Background: an optimization exercise with open tools, aiming at small area. Do not read the settings as production practice. Function was checked by simulation only, so behaviour that the tests miss may differ from the original. Power and IR drop assume default switching activity.

// top
module top (input wire clk,
            input wire rst,
            input wire mic_data_1,
            input wire mic_data_2,
            output wire serial_tx,
            output wire mic_clk_1,
            output wire mic_clk_2,
            output wire sel_2,
            output wire serial_split);
Size: about 9 I/O pins, roughly 11,000 sq um of cells after synthesis.
Settings: LEC_CHECK=0, CAP_MARGIN=20, CORE_MARGIN=2, CORE_UTILIZATION=40, CTS_BUF_LIST=sky130_fd_sc_hd__clkbuf_2, SLEW_MARGIN=20; clock period 10.0 ns.
run.sh (not shown) runs the stock make flow with config.mk's settings and CLKGATE_MAP_FILE= SYNTH_SCRIPT=/design/flow/synth_recipe.tcl, a recipe that flattens the netlist after the stock synthesis.
Then changed:
--- a/flow/config.mk
+++ b/flow/config.mk
@@ -11 +10,0 @@
-export CTS_BUF_LIST = sky130_fd_sc_hd__clkbuf_2
Outcome: The new run finished with timing, DRC and antenna clean; die area does not change; global-route usage shrinks by 0.47 points; design area rises by a few percent; sequential share of layout area goes down by 1.7 points; setup slack improves by 0.19 ns; maximum frequency goes up by a few percent; synthesized area does not change.
Then changed:
--- a/flow/config.mk
+++ b/flow/config.mk
@@ -10,0 +11 @@
+export CTS_BUF_LIST = sky130_fd_sc_hd__clkbuf_4
Outcome: Via count climbs by a few percent; synthesized cell count does not change; register-to-register slack got worse by 0.05 ns; combinational power stays flat; design area drops slightly; sequential cell count stays the same; clock-buffer cell count climbs by 73; power drops by a few percent; global-route usage climbs by 0.45 points; routed wire length climbs slightly; clock power drops by roughly a tenth.

---

Setup of v24:
The RTL this note starts from:
==> flow/design.v <==
`timescale 1ns/1ns
`default_nettype none
module top (input wire clk,
            input wire rst,
            input wire mic_data_1,
            input wire mic_data_2,
            output wire serial_tx,
            output wire mic_clk_1,
            output wire mic_clk_2,
            output wire sel_2,
            output wire serial_split);
assign sel_2 = 1'b1;
reg [18:0] tc;
always @(posedge clk)
  if (rst) tc <= 19'd7;
  else     tc <= tc + 19'd1;
wire [1:0] j  = tc[1:0];
wire       j0 = (j == 2'd0);
wire       p0 = (tc[9:2] == 8'd1);
wire       p255 = (tc[9:2] == 8'd0);
wire pdm_clk = tc[1] ^ tc[0];
assign mic_clk_1 = pdm_clk;
assign mic_clk_2 = pdm_clk;
assign serial_split = pdm_clk;
reg fresh;
always @(posedge clk)
  if (rst) fresh <= 1'b1;
  else if (tc[2:0] == 3'd3) fresh <= 1'b0;
reg init;
always @(posedge clk)
  if (rst) init <= 1'b1;
  else if (tc[12]) init <= 1'b0;
reg u1h, u2h;
always @(posedge clk)
  if (j0) begin
    u1h <= mic_data_1;
    u2h <= mic_data_2;
  end
wire u1 = j0 ? mic_data_1 : u1h;
wire u2 = j0 ? mic_data_2 : u2h;
wire [8:0] q = {~tc[9] & (tc[8:2] != 7'd0), ~tc[9], tc[8:2]};
reg  [3:0] dH_d, E_d, Hc_d;
always @* begin
  case (j)
    2'd0: begin dH_d = q[3:0];    E_d = 4'h0;             Hc_d = fresh ? 4'h1 : 4'h0; end
    2'd1: begin dH_d = q[7:4];    E_d = {q[0], 3'b100};   Hc_d = fresh ? 4'h4 : 4'hc; end
    2'd2: begin dH_d = {4{q[8]}}; E_d = q[4:1];           Hc_d = 4'hf; end
    default: begin dH_d = {4{q[8]}}; E_d = q[8:5];        Hc_d = 4'h3; end
  endcase
end
reg [15:0] hr;           
reg hcy, fcy, lcy;       
wire [3:0] hbase = (fresh | p0) ? Hc_d : hr[3:0];
wire [3:0] Hn, Wf, Wl;
wire hco, fco, lco;
add4 HU (.a(hbase), .b(dH_d), .ci(~j0 & hcy), .s(Hn), .co(hco));
add4 FU (.a(Hn), .b(E_d), .ci(~j0 & fcy), .s(Wf), .co(fco));
add4 LU (.a(Hn), .b(~E_d), .ci(j0 | lcy), .s(Wl), .co(lco));
wire [3:0] Wm = ~{Hn[2:0], ~j0 & hr[15]};
always @(posedge clk) begin
  hr  <= {Hn, hr[15:4]};
  hcy <= hco;
  fcy <= fco;
  lcy <= lco;
end
wire [15:0] c1_hi, c1_lo, c2_hi, c2_lo;
cicwin W1 (.clk(clk), .fresh(fresh), .j0(j0), .p0(p0), .u(u1),
           .Wf(Wf), .Wm(Wm), .Wl(Wl), .c_lo(c1_lo), .c_hi(c1_hi));
cicwin W2 (.clk(clk), .fresh(fresh), .j0(j0), .p0(p0), .u(u2),
           .Wf(Wf), .Wm(Wm), .Wl(Wl), .c_lo(c2_lo), .c_hi(c2_hi));
reg [47:0] sh;    
reg [47:0] sl;    
wire wr_h = p255;
wire wr_l = p255 & j[1];
wire [3:0] sh_in = {c2_hi[1:0], c1_hi[1:0]};
wire [7:0] sl_in = {c2_lo[3:0], c1_lo[3:0]};
always @(posedge clk) begin
  sh <= {wr_h ? sh_in : sh[3:0], sh[47:4]};
  sl <= {wr_l ? sl_in : sl[7:0], sl[47:8]};
end
reg [15:0] th;    
reg [15:0] tl;    
always @(posedge clk) begin
  th <= {wr_h ? sh[3:0] : th[3:0], th[15:4]};
  tl <= {wr_l ? sl[7:0] : tl[7:0], tl[15:8]};
end
reg [3:0] baud;
always @(posedge clk)
  if (rst) baud <= 4'd0;
  else     baud <= (baud == 4'd14) ? 4'd0 : baud + 4'd1;
wire baud_ce = (baud == 4'd7);
wire start_now = (tc[9:5] == 5'd0) && (tc[4:0] >= 5'd6) && (tc[4:0] <= 5'd20) &&
                 !(init && tc[18:10] == 9'd0);
reg transmitting;
reg [3:0] pos;
reg [1:0] chr;
always @(posedge clk)
  if (rst)
    transmitting <= 1'b0;
  else if (baud_ce) begin
    if (start_now) begin
      transmitting <= 1'b1;
      pos <= 4'd0;
      chr <= 2'd0;
    end else if (transmitting) begin
      if (pos == 4'd10) begin
        transmitting <= 1'b0;
        pos <= 4'd0;
        chr <= 2'd0;
      end else if (pos == 4'd9 && chr != 2'd3) begin
        pos <= 4'd0;
        chr <= chr + 2'd1;
      end else
        pos <= pos + 4'd1;
    end
  end
wire [2:0] b = pos[2:0];
wire [3:0] tl_lane = chr[1] ? tl[3:0] : tl[7:4];
wire [1:0] th_lane = chr[1] ? th[1:0] : th[3:2];
wire fetch = chr[0] ? (j == b[2:1]) : (j[0] == b[2]);
wire fbit  = chr[0] ? th_lane[b[0]] : tl_lane[b[1:0]];
reg nb, txb;
always @(posedge clk) begin
  if (fetch)   nb  <= fbit;
  if (baud_ce) txb <= nb;
end
wire mk   = (tc[18:10] == 9'd0);    
wire dbit = init ? 1'b0 : ((mk & chr[1]) | txb);
assign serial_tx = !transmitting || (pos >= 4'd9) || ((pos != 4'd0) && dbit);
endmodule
module add4 (input wire [3:0] a, input wire [3:0] b, input wire ci, output wire [3:0] s, output wire co);
wire [4:0] c;
assign c[0] = ci;
genvar i;
generate for (i = 0; i < 4; i = i + 1) begin : g
  assign {c[i+1], s[i]} = a[i] + b[i] + c[i];
end endgenerate
assign co = c[4];
endmodule
module cicwin (input wire clk,
               input wire fresh,
               input wire j0,
               input wire p0,
               input wire u,
               input wire [3:0] Wf,
               input wire [3:0] Wm,
               input wire [3:0] Wl,
               output wire [15:0] c_lo,
               output wire [15:0] c_hi);
reg [15:0] al, bl, cl;
reg [7:0]  ah, bh, ch;
reg alc, blc, clc, ahc, bhc, chc;
wire keep = ~fresh & ~p0;
wire move = ~fresh & p0;
wire [3:0] a_b  = keep ? al[3:0] : 4'h0;
wire [3:0] b_b  = keep ? bl[3:0] : (move ? al[3:0] : 4'h0);
wire [3:0] c_b  = keep ? cl[3:0] : (move ? bl[3:0] : 4'h0);
wire [1:0] a_hb = keep ? ah[1:0] : 2'h0;
wire [1:0] b_hb = keep ? bh[1:0] : (move ? ah[1:0] : 2'h0);
wire [1:0] c_hb = keep ? ch[1:0] : (move ? bh[1:0] : 2'h0);
wire a_hci = j0 ? (keep & alc) : ahc;
wire b_hci = j0 ? ((keep & blc) | (move & alc)) : bhc;
wire c_hci = j0 ? ((keep & clc) | (move & blc)) : chc;
wire [3:0] a_s, b_s, c_s;
wire a_co, b_co, c_co;
add4 A (.a(a_b), .b(Wf & {4{u}}), .ci(~j0 & alc), .s(a_s), .co(a_co));
add4 B (.a(b_b), .b(Wm & {4{u}}), .ci(j0 ? u : blc), .s(b_s), .co(b_co));
add4 C (.a(c_b), .b(Wl & {4{u}}), .ci(~j0 & clc), .s(c_s), .co(c_co));
wire [1:0] a_hs = {a_hb[1] ^ (a_hb[0] & a_hci), a_hb[0] ^ a_hci};
wire [1:0] b_hs = {b_hb[1] ^ (b_hb[0] & b_hci), b_hb[0] ^ b_hci};
wire [1:0] c_hs = {c_hb[1] ^ (c_hb[0] & c_hci), c_hb[0] ^ c_hci};
always @(posedge clk) begin
  al <= {a_s, al[15:4]};
  bl <= {b_s, bl[15:4]};
  cl <= {c_s, cl[15:4]};
  ah <= {a_hs, ah[7:2]};
  bh <= {b_hs, bh[7:2]};
  ch <= {c_hs, ch[7:2]};
  alc <= a_co; blc <= b_co; clc <= c_co;
  ahc <= a_hb[1] & a_hb[0] & a_hci;
  bhc <= b_hb[1] & b_hb[0] & b_hci;
  chc <= c_hb[1] & c_hb[0] & c_hci;
end
assign c_lo = cl;
assign c_hi = {8'h00, ch};
endmodule
==> flow/config.mk <==
export PLATFORM = sky130hd
export DESIGN_NAME = top
export DESIGN_NICKNAME = top
export VERILOG_FILES = /design/flow/design.v
export SDC_FILE = /design/flow/constraint.sdc
export NUM_CORES = 4
export LEC_CHECK = 0
export CAP_MARGIN = 20
export CORE_MARGIN = 2
export CORE_UTILIZATION = 40
export CTS_BUF_LIST = sky130_fd_sc_hd__clkbuf_8
export CTS_CLUSTER_DIAMETER = 50
export CTS_CLUSTER_SIZE = 16
export SLEW_MARGIN = 20
==> flow/constraint.sdc <==
create_clock -name core_clock -period 10.0 [get_ports {clk}]
set_input_delay 2.0000 -clock core_clock [delete_from_list [all_inputs] [get_ports {clk}]]
set_output_delay 2.0000 -clock core_clock [all_outputs]
set_load 0.01 [all_outputs]
standard.sh (not shown) runs the stock make flow with config.mk's settings and CLKGATE_MAP_FILE= SYNTH_SCRIPT=/design/flow/synth_recipe.tcl, a recipe that flattens the netlist after the stock synthesis.
==> flow/flow/run.sh <==
#!/bin/bash
# Layout flow: the standard layout, except that
#  - synthesis maps the logic with an area-oriented ABC script (no buffering
#    or upsizing in ABC); it is otherwise ORFS's synthesis with the standard flow's
#    synthesis script, so the registers are the standard synthesis's;
#  - clock tree synthesis inserts no dummy loads.
set -euo pipefail
W=$PWD
rm -rf "$W/scripts_area"
cp -r "$FLOW_HOME/scripts" "$W/scripts_area"
printf 'strash\ndc2\ndch -f\namap\n' > "$W/scripts_area/abc_area.script"
make -C "$FLOW_HOME" DESIGN_CONFIG="$W/config.mk" WORK_HOME="$W/orfs" CLKGATE_MAP_FILE= \
  SYNTH_SCRIPT="$W/synth_recipe.tcl" SCRIPTS_DIR="$W/scripts_area" ABC_AREA=1 synth \
  > "$W/synth_area.log" 2>&1
export CTS_ARGS="-sink_clustering_enable -repair_clock_nets -sink_clustering_size 8 -sink_clustering_max_diameter 30 -buf_list sky130_fd_sc_hd__clkbuf_4 -dont_use_dummy_load"
bash standard.sh > "$W/layout.log" 2>&1
### v24 -> v45
==> flow/run.sh (new file) <==
#!/bin/bash
# synth_recipe.tcl (not shown) runs the flow's synth.tcl, then flattens the netlist and writes it again
# the make line also repeats each setting of config.mk as NAME=value (left out here)
make -C /OpenROAD-flow-scripts/flow DESIGN_CONFIG=/design/flow/config.mk WORK_HOME=/design/flow/orfs CLKGATE_MAP_FILE= SYNTH_SCRIPT=/design/flow/synth_recipe.tcl finish
removed: flow/flow/run.sh
removed: flow/standard.sh
## What came out
The fraction of power consumed by the clock network in v45 sits 3.1 points above the value recorded for v24.
The more densely filled core belongs to v24, not v45.
v45: static leakage power higher than v24
Pin count of the biggest net entering global routing shrinks by more than 10% when moving from v24 to v45.
Count of H-tree levels built during CTS is higher on v24
Compared with v24, in v45 max-cap check violation count barely changed, die area climbed 1400 µm².
What v1 does differently from v45 at the input level:
==> flow/flow/run.sh (new file) <==
#!/bin/bash
# Layout flow: the standard layout, except that
#  - synthesis maps the logic with an area-oriented ABC script (no buffering
#    or upsizing in ABC); it is otherwise ORFS's synthesis with the standard flow's
#    synthesis script, so the registers are the standard synthesis's;
#  - clock tree synthesis inserts no dummy loads.
set -euo pipefail
W=$PWD
rm -rf "$W/scripts_area"
cp -r "$FLOW_HOME/scripts" "$W/scripts_area"
printf 'strash\ndc2\ndch -f\namap\n' > "$W/scripts_area/abc_area.script"
make -C "$FLOW_HOME" DESIGN_CONFIG="$W/config.mk" WORK_HOME="$W/orfs" CLKGATE_MAP_FILE= \
  SYNTH_SCRIPT="$W/synth_recipe.tcl" SCRIPTS_DIR="$W/scripts_area" ABC_AREA=1 synth \
  > "$W/synth_area.log" 2>&1
export CTS_ARGS="-sink_clustering_enable -repair_clock_nets -sink_clustering_size 20 -sink_clustering_max_diameter 45 -buf_list sky130_fd_sc_hd__clkbuf_8 -dont_use_dummy_load"
bash standard.sh > "$W/layout.log" 2>&1
==> flow/standard.sh (new file) <==
#!/bin/bash
# synth_recipe.tcl (not shown) runs the flow's synth.tcl, then flattens the netlist and writes it again
# the make line also repeats each setting of config.mk as NAME=value (left out here)
make -C /OpenROAD-flow-scripts/flow DESIGN_CONFIG=/design/flow/config.mk WORK_HOME=/design/flow/orfs CLKGATE_MAP_FILE= SYNTH_SCRIPT=/design/flow/synth_recipe.tcl "${@:-finish}"
removed: flow/run.sh
[summary]
Clock buffer count from CTS: v1 < v45. Reported for v45 and v1, sequential cell count turned out identical to the last digit. Looking at power consumption, v1 sits 3.7% below v45. v1 vs v45, number of multi-input combinational cells in the layout went down by 9.1%. Diff v45 -> v1 | reported leakage power | down by more than 10%. Share of the synthesized area in compound gates (AO/OA/AOI/OAI) on v1 is up relative to v45.
## Diff of input files: v13 against v1
diff --git a/flow/flow/run.sh b/flow/flow/run.sh
--- a/flow/flow/run.sh
+++ b/flow/flow/run.sh
@@ -14,3 +14,3 @@
   > "$W/synth_area.log" 2>&1
-export CTS_ARGS="-sink_clustering_enable -repair_clock_nets -sink_clustering_size 20 -sink_clustering_max_diameter 45 -buf_list sky130_fd_sc_hd__clkbuf_8 -dont_use_dummy_load"
+export CTS_ARGS="-sink_clustering_enable -repair_clock_nets -sink_clustering_size 10 -sink_clustering_max_diameter 40 -buf_list sky130_fd_sc_hd__clkbuf_8 -sink_clustering_buffer sky130_fd_sc_hd__clkbuf_4 -dont_use_dummy_load"
 bash standard.sh > "$W/layout.log" 2>&1
- Comparing v13 and v1, the lower worst-case reg-to-reg path depth was measured on v13.
- The synthesis-to-finish area growth reported for v13 is smaller than that of v1 by 0.25 points.
- The fraction of layout cells with a size suffix above 1 of v13 is higher than that of v1.
- Total routed wire length on the met1 layer (lower): v1
Modified inputs, v52 compared to v13
diff --git a/flow/flow/run.sh b/flow/flow/run.sh
--- a/flow/flow/run.sh
+++ b/flow/flow/run.sh
@@ -14,3 +14,3 @@
   > "$W/synth_area.log" 2>&1
-export CTS_ARGS="-sink_clustering_enable -repair_clock_nets -sink_clustering_size 10 -sink_clustering_max_diameter 40 -buf_list sky130_fd_sc_hd__clkbuf_8 -sink_clustering_buffer sky130_fd_sc_hd__clkbuf_4 -dont_use_dummy_load"
+export CTS_ARGS="-sink_clustering_enable -repair_clock_nets -sink_clustering_size 20 -sink_clustering_max_diameter 60 -buf_list sky130_fd_sc_hd__clkbuf_8 -dont_use_dummy_load"
 bash standard.sh > "$W/layout.log" 2>&1
diff --git a/flow/config.mk b/flow/config.mk
--- a/flow/config.mk
+++ b/flow/config.mk
@@ -9,6 +9,4 @@
 export CORE_MARGIN = 2
-export CORE_UTILIZATION = 40
-export CTS_BUF_LIST = sky130_fd_sc_hd__clkbuf_8
-export CTS_CLUSTER_DIAMETER = 50
-export CTS_CLUSTER_SIZE = 16
+export CORE_UTILIZATION = 60
+export PLACE_DENSITY = 0.75
 export SLEW_MARGIN = 20
### Flow results
Both conditions hold for v52: the flow ran to the end and the final layout passed the timing, DRC and antenna checks.
v52: via count is 1.7% higher than what v13 reported.
Compared with v13, in v52 sequential share of layout area rose 1.3 points; relative max-transition margin now sits higher; power lower.
Final net count (lower): v52
For the chip height, v52 came in 18% lower than v13 did.
Taking v52 as 1.0, v13 lands at 0.72 on wire length on met3.
Non-clock buffer instance count of the final layout, v52 and v13: lower on v52
Between v52 and v13, it is v52 whose slew of the pin with the lowest slew margin is lower, by 0.042 ns.
Input changes introduced in v57 (baseline for comparison: v52):
diff --git a/flow/flow/run.sh b/flow/flow/run.sh
--- a/flow/flow/run.sh
+++ b/flow/flow/run.sh
@@ -14,3 +14,3 @@
   > "$W/synth_area.log" 2>&1
-export CTS_ARGS="-sink_clustering_enable -repair_clock_nets -sink_clustering_size 20 -sink_clustering_max_diameter 60 -buf_list sky130_fd_sc_hd__clkbuf_8 -dont_use_dummy_load"
+export CTS_ARGS="-sink_clustering_enable -repair_clock_nets -sink_clustering_size 16 -sink_clustering_max_diameter 50 -buf_list sky130_fd_sc_hd__clkbuf_8 -dont_use_dummy_load"
 bash standard.sh > "$W/layout.log" 2>&1
diff --git a/flow/config.mk b/flow/config.mk
--- a/flow/config.mk
+++ b/flow/config.mk
@@ -7,6 +7,5 @@
 export LEC_CHECK = 0
-export CAP_MARGIN = 20
+export CAP_MARGIN = 0
 export CORE_MARGIN = 2
-export CORE_UTILIZATION = 60
-export PLACE_DENSITY = 0.75
-export SLEW_MARGIN = 20
+export CORE_UTILIZATION = 40
+export SLEW_MARGIN = 0
Findings:
v57 | stages: all done | timing, DRC, antenna: all pass. The net total in the final layout number comes out higher for v57 vs v52. Diff v52..v57 | synthesized cell count | unchanged. Smallest setup slack after layout: v52 and v57 compared, lower one is v52. Worst setup path endpoint: W1.al[15] -> v57, W2.al[15] -> v52.

==> what the ideal ports hide <==
The flow's constraints put no driver on any port. The routed layouts listed below were extracted and timed again, unchanged, in two steps.
Step 1, drivers: a clkbuf_16 drives clk and a buf_2 each remaining input, both assumed.
Step 2 times the ports against the registers' clock, not the clock port: input delays grow and output delays shrink by t, the midpoint of the rising clock arrivals with the driver on.
a / b / c = no drivers / after step 1 / after step 2; a / b = the first two.
run	t, ns	setup slack, ns	worst data-port slew with drivers (ns)
the first run of note 1	0.858	4.689 / 4.651 / 4.806	0.03
the second run of note 1	0.587	4.880 / 4.880 / 4.880	0.03
the third run of note 1	0.697	4.830 / 4.812 / 4.830	0.03
v24	0.674	3.973 / 3.973 / 3.973	0.03
v45	0.600	4.377 / 4.377 / 4.377	0.03
v1	0.583	3.992 / 3.992 / 3.992	0.03
v13	0.544	3.970 / 3.970 / 3.970	0.03
v52	0.561	3.901 / 3.901 / 3.901	0.04
v57	0.591	3.941 / 3.941 / 3.941	0.03
After both steps setup and hold are still met in every run listed.
